Context: an optimization exercise on an open-source flow, tuned for small area, a short achievable clock period and few clock cycles per item. The choices shown serve that exercise and are no tape-out recipe.
The RTL was checked by simulation tests, not by an equivalence proof against the original design.

==> module ascon_fsm, before the edit <==
module ascon_fsm #(
    parameter int G_ROUNDS = 2
) (
    input  logic       clock,
    input  logic       reset_n,
    input  logic       i_sys_enable,
    input  logic       i_start,
    input  logic       i_data_valid,
    output logic       o_run,            
    output logic       o_hold,           
    output logic       o_load,           
    output logic [3:0] o_round,          
    output logic       o_xor_data,       
    output logic       o_xor_key_hi,     
    output logic       o_xor_key_lo,     
    output logic       o_xor_lsb,        
    output logic [7:0] o_constant,       
    output logic       o_want,           
    output logic       o_valid_cipher,
    output logic       o_done
);
    logic       running;                 
    logic [2:0] block;                   
    logic       have;                    
    logic       n_running;
    logic [3:0] n_round;
    logic [2:0] n_block;
    logic       n_want;
    logic       n_have;
    logic       n_valid;
    logic       n_done;
    logic       last;
    logic       n_last;
    logic       n_final;
    assign last    = (o_round == 4'(12 - G_ROUNDS));
    assign n_last  = (n_round == 4'(12 - G_ROUNDS));
    assign n_final = (n_block == 3'd5);
    logic n_stall;                       
    logic n_absorb;                      
    assign n_stall  = n_running && n_last && !n_final && !n_have;
    assign n_absorb = n_running && n_last && !n_final && n_have;
    logic [3:0] next_round;
    assign next_round = last ? ((block == 3'd4) ? 4'd0 : 4'd6) : (o_round + 4'(G_ROUNDS));
    assign o_constant = o_load ? 8'hF0 : (o_run ? {~next_round, next_round} : 8'h00);
    always_comb begin
        n_running = running;
        n_round   = o_round;
        n_block   = block;
        n_want    = o_want;
        n_have    = have;
        n_valid   = 1'b0;
        n_done    = 1'b0;
        if (!i_sys_enable) begin
            n_running = 1'b0;
            n_want    = 1'b0;
            n_have    = 1'b0;
        end
        else if (!running) begin
            if (i_start) begin
                n_running = 1'b1;
                n_round   = 4'd0;
                n_block   = 3'd0;
                n_want    = 1'b1;
                n_have    = 1'b0;
            end
        end
        else begin
            if (o_want && i_data_valid) begin
                n_want = 1'b0;
                n_have = 1'b1;
            end
            if (!last) begin
                n_round = o_round + 4'(G_ROUNDS);
            end
            else if (block == 3'd5) begin
                n_running = 1'b0;
                n_done    = 1'b1;
            end
            else if (have) begin
                n_round = (block == 3'd4) ? 4'd0 : 4'd6;
                n_block = block + 3'd1;
                n_have  = 1'b0;
                n_want  = (block != 3'd4);
                n_valid = (block != 3'd0);
            end
        end
    end
    always_ff @(posedge clock or negedge reset_n) begin
        if (!reset_n) begin
            running        <= 1'b0;
            o_round        <= 4'd0;
            block          <= 3'd0;
            o_want         <= 1'b0;
            have           <= 1'b0;
            o_valid_cipher <= 1'b0;
            o_done         <= 1'b0;
            o_run          <= 1'b0;
            o_hold         <= 1'b0;
            o_load         <= 1'b1;
            o_xor_data     <= 1'b1;
            o_xor_key_hi   <= 1'b1;
            o_xor_key_lo   <= 1'b0;
            o_xor_lsb      <= 1'b0;
        end
        else begin
            running        <= n_running;
            o_round        <= n_round;
            block          <= n_block;
            o_want         <= n_want;
            have           <= n_have;
            o_valid_cipher <= n_valid;
            o_done         <= n_done;
            o_run          <= n_running && !n_stall;
            o_hold         <= n_stall;
            o_load         <= !n_running;
            o_xor_data     <= !n_running || (n_absorb);
            o_xor_key_hi   <= !n_running || (n_absorb && (n_block == 3'd4));
            o_xor_key_lo   <= n_running && n_last && ((n_absorb && (n_block == 3'd0)) || n_final);
            o_xor_lsb      <= n_absorb && (n_block == 3'd1);
        end
    end
endmodule
==> module permutation, before the edit <==
module permutation #(
    parameter int G_ROUNDS = 2
) (
    input  logic [319:0] i_state,
    input  logic [  3:0] i_round,
    input  logic         i_enable,     
    output logic [319:0] o_state
);
    logic [320*(G_ROUNDS+1)-1:0] s;
    assign s[319:0] = i_state;
    for (genvar i = 0; i < G_ROUNDS; i++) begin : g_round
        logic [  3:0] r;
        logic [319:0] added;
        logic [319:0] substituted;
        logic [319:0] gated;
        if ((G_ROUNDS & (G_ROUNDS - 1)) == 0) begin : g_or
            assign r = i_round | 4'(i);
        end
        else begin : g_add
            assign r = i_round + 4'(i);
        end
        if (i == 0) begin : g_no_constant
            assign added = s[320*i+:320];
        end
        else begin : g_constant
            addition_layer addition_layer_i (
                .i_round(r),
                .i_state(s[320*i+:320]),
                .o_state(added)
            );
        end
        substitution_layer substitution_layer_i (
            .i_state(added),
            .o_state(substituted)
        );
        if (i == G_ROUNDS - 1) begin : g_gate
            assign gated = substituted;
        end
        else begin : g_pass
            assign gated = substituted;
        end
        diffusion_layer diffusion_layer_i (
            .i_state(gated),
            .o_state(s[320*(i+1)+:320])
        );
    end
    assign o_state = s[320*G_ROUNDS+:320];
endmodule
==> module ascon, before the edit <==
module ascon
(
    input  logic         clock,
    input  logic         reset_n,
    input  logic         i_sys_enable,
    input  logic         i_start,
    input  logic         i_data_valid,
    input  logic [ 63:0] i_data,
    input  logic [127:0] i_key,
    input  logic [127:0] i_nonce,
    output logic [ 63:0] o_cipher,
    output logic [127:0] o_tag,
    output logic         o_valid_cipher,
    output logic         o_done,
    output logic         o_ready
);
    localparam int K = 1;   
    logic [319:0] state;
    logic [319:0] round_out;
    logic [319:0] mask;
    logic         run;
    logic         hold;
    logic         load;
    logic [  3:0] round;
    logic         xor_data;
    logic         xor_key_hi;
    logic         xor_key_lo;
    logic         xor_lsb;
    logic [  7:0] constant;
    logic         want;
    logic         valid_q;
    logic         done_q;
    permutation #(.G_ROUNDS(K)) permutation_inst (
        .i_state(state),
        .i_round(round),
        .i_enable(run),
        .o_state(round_out)
    );
    assign mask = {
        (i_data & {64{xor_data}}) | (state[319:256] & {64{hold}}),
        (i_key & {128{xor_key_hi}}) | (state[255:128] & {128{hold}}),
        (i_key & {128{xor_key_lo}}) | (i_nonce & {128{load}}) | (state[127:0] & {128{hold}})
    } ^ {184'd0, constant, 127'd0, xor_lsb};
    always_ff @(posedge clock) begin
        state <= (round_out & {320{run}}) ^ mask;
    end
    ascon_fsm #(.G_ROUNDS(K)) ascon_fsm_inst (
        .clock         (clock),
        .reset_n       (reset_n),
        .i_sys_enable  (i_sys_enable),
        .i_start       (i_start),
        .i_data_valid  (i_data_valid),
        .o_run         (run),
        .o_hold        (hold),
        .o_load        (load),
        .o_round       (round),
        .o_xor_data    (xor_data),
        .o_xor_key_hi  (xor_key_hi),
        .o_xor_key_lo  (xor_key_lo),
        .o_xor_lsb     (xor_lsb),
        .o_constant    (constant),
        .o_want        (want),
        .o_valid_cipher(valid_q),
        .o_done        (done_q)
    );
    assign o_cipher       = state[319:256];
    assign o_tag          = state[127:0];
    assign o_valid_cipher = valid_q;
    assign o_done         = done_q;
    assign o_ready        = want;
endmodule
export LEC_CHECK = 0
export CAP_MARGIN = 20
export CORE_MARGIN = 2
export CORE_UTILIZATION = 40
export SLEW_MARGIN = 20
export SETUP_SLACK_MARGIN = 6.8
export BUFFER_PORTS_ARGS = -buffer_cell sky130_fd_sc_hd__buf_1
export CTS_ARGS = -sink_clustering_enable -repair_clock_nets -dont_use_dummy_load -sink_clustering_size 16 -sink_clustering_max_diameter 100
create_clock -name core_clock -period 10.0 [get_ports {clock}]
standard.sh (not shown) runs the stock make flow with config.mk's settings and CLKGATE_MAP_FILE= SYNTH_SCRIPT=/design/flow/synth_recipe.tcl, a recipe that flattens the netlist after the stock synthesis.
==> flow/flow/run.sh <==
#!/bin/bash
# The standard layout (standard.sh) with these changes:
# - synthesis is synth_recipe.tcl with its ABC mapping script replaced by
#   flow/abc_area.script (an area-recovering mapping); everything else in
#   synthesis, the flip-flops included, is as in the standard synthesis,
#   except that no half or full adders are extracted (ADDER_MAP_FILE empty);
# - the port buffers are inserted as the smallest buffer (timing repair
#   upsizes them where needed);
# - clock tree synthesis inserts no dummy loads and uses larger sink clusters.
# Each tool's output goes to standard.log and ORFS's own logs under orfs/logs.
set -e
export MY_ABC_SCRIPT="$PWD/flow/abc_area.script"
{
  echo 'proc abc {args} { set i [lsearch -exact $args -script]; if {$i >= 0} { lset args [expr {$i + 1}] $::env(MY_ABC_SCRIPT) }; yosys abc {*}$args }'
  cat synth_recipe.tcl
} > my_synth.tcl
sed "s#SYNTH_SCRIPT=[^ ]*synth_recipe.tcl#SYNTH_SCRIPT=$PWD/my_synth.tcl#" standard.sh > my_standard.sh
grep -q "my_synth.tcl" my_standard.sh
echo "export SETUP_SLACK_MARGIN = 6.8" >> config.mk
echo "export BUFFER_PORTS_ARGS = -buffer_cell sky130_fd_sc_hd__buf_1" >> config.mk
echo "export CTS_ARGS = -sink_clustering_enable -repair_clock_nets -dont_use_dummy_load -sink_clustering_size 16 -sink_clustering_max_diameter 100" >> config.mk
echo "export ADDER_MAP_FILE =" >> config.mk
bash my_standard.sh > standard.log 2>&1
==> flow/flow/abc_area.script <==
strash
&get -n
&st
&dch
&nf -R 1000
&put
topo
stime -c
Testbench counts at the start, summed over its fixed seeds: cycles 9,416, messages 192.
Next try:
--- a/flow/design.v
+++ b/flow/design.v
@@ -14,9 +14,8 @@
     output logic       o_xor_data,       
     output logic       o_xor_key_hi,     
     output logic       o_xor_key_lo,     
     output logic       o_xor_lsb,        
-    output logic [7:0] o_constant,       
     output logic       o_want,           
     output logic       o_valid_cipher,
     output logic       o_done
 );
@@ -39,11 +38,8 @@
     logic n_stall;                       
     logic n_absorb;                      
     assign n_stall  = n_running && n_last && !n_final && !n_have;
     assign n_absorb = n_running && n_last && !n_final && n_have;
-    logic [3:0] next_round;
-    assign next_round = last ? ((block == 3'd4) ? 4'd0 : 4'd6) : (o_round + 4'(G_ROUNDS));
-    assign o_constant = o_load ? 8'hF0 : (o_run ? {~next_round, next_round} : 8'h00);
     always_comb begin
         n_running = running;
         n_round   = o_round;
         n_block   = block;
@@ -204,24 +200,19 @@
         end
         else begin : g_add
             assign r = i_round + 4'(i);
         end
-        if (i == 0) begin : g_no_constant
-            assign added = s[320*i+:320];
-        end
-        else begin : g_constant
-            addition_layer addition_layer_i (
-                .i_round(r),
-                .i_state(s[320*i+:320]),
-                .o_state(added)
-            );
-        end
+        addition_layer addition_layer_i (
+            .i_round(r),
+            .i_state(s[320*i+:320]),
+            .o_state(added)
+        );
         substitution_layer substitution_layer_i (
             .i_state(added),
             .o_state(substituted)
         );
         if (i == G_ROUNDS - 1) begin : g_gate
-            assign gated = substituted;
+            assign gated = substituted & {320{i_enable}};
         end
         else begin : g_pass
             assign gated = substituted;
         end
@@ -260,9 +251,8 @@
     logic         xor_data;
     logic         xor_key_hi;
     logic         xor_key_lo;
     logic         xor_lsb;
-    logic [  7:0] constant;
     logic         want;
     logic         valid_q;
     logic         done_q;
     permutation #(.G_ROUNDS(K)) permutation_inst (
@@ -274,11 +264,11 @@
     assign mask = {
         (i_data & {64{xor_data}}) | (state[319:256] & {64{hold}}),
         (i_key & {128{xor_key_hi}}) | (state[255:128] & {128{hold}}),
         (i_key & {128{xor_key_lo}}) | (i_nonce & {128{load}}) | (state[127:0] & {128{hold}})
-    } ^ {184'd0, constant, 127'd0, xor_lsb};
+    } ^ {319'd0, xor_lsb};
     always_ff @(posedge clock) begin
-        state <= (round_out & {320{run}}) ^ mask;
+        state <= round_out ^ mask;
     end
     ascon_fsm #(.G_ROUNDS(K)) ascon_fsm_inst (
         .clock         (clock),
         .reset_n       (reset_n),
@@ -292,9 +282,8 @@
         .o_xor_data    (xor_data),
         .o_xor_key_hi  (xor_key_hi),
         .o_xor_key_lo  (xor_key_lo),
         .o_xor_lsb     (xor_lsb),
-        .o_constant    (constant),
         .o_want        (want),
         .o_valid_cipher(valid_q),
         .o_done        (done_q)
     );
Effect:
- clock skew falls by 0.028 ns
- register-to-register slack gets worse by 0.03 ns
- hold slack gets better by 0.036 ns
- setup slack gets better by 0.27 ns
- via count rises by 4.0%
- non-clock buffer count falls by 10
- final area falls by 1.7%
Testbench counts after the change, summed over its fixed seeds: cycles 9,416, messages 192.

-- port drivers added, routing unchanged --
No port has a modelled driver above. Below, the same layouts with a new extraction and two added sets of constraints.
Step 1 assumes that a clkbuf_16 drives the clock port and a buf_2 every other input.
Step 2 adds t to the input delays and takes it off the output delays; t is the mean of the earliest and latest rising clock arrival at the registers after step 1. Input paths then give back, and output paths get back, about the clock's delay inside the block.
a / b / c = ideal / step 1 / step 2; a / b = the first two.
run | t, ns | setup WS [ns] | cell pins on the clock port's net
the first run | 0.664 | 6.500 / 6.548 / 5.884 | 1
the second run | 0.659 | 6.766 / 6.733 / 6.166 | 1
After both steps every run listed still meets setup and hold. The setup slack of the first run, which loses most, moves by +0.048 ns with the drivers and by -0.616 ns with both steps.
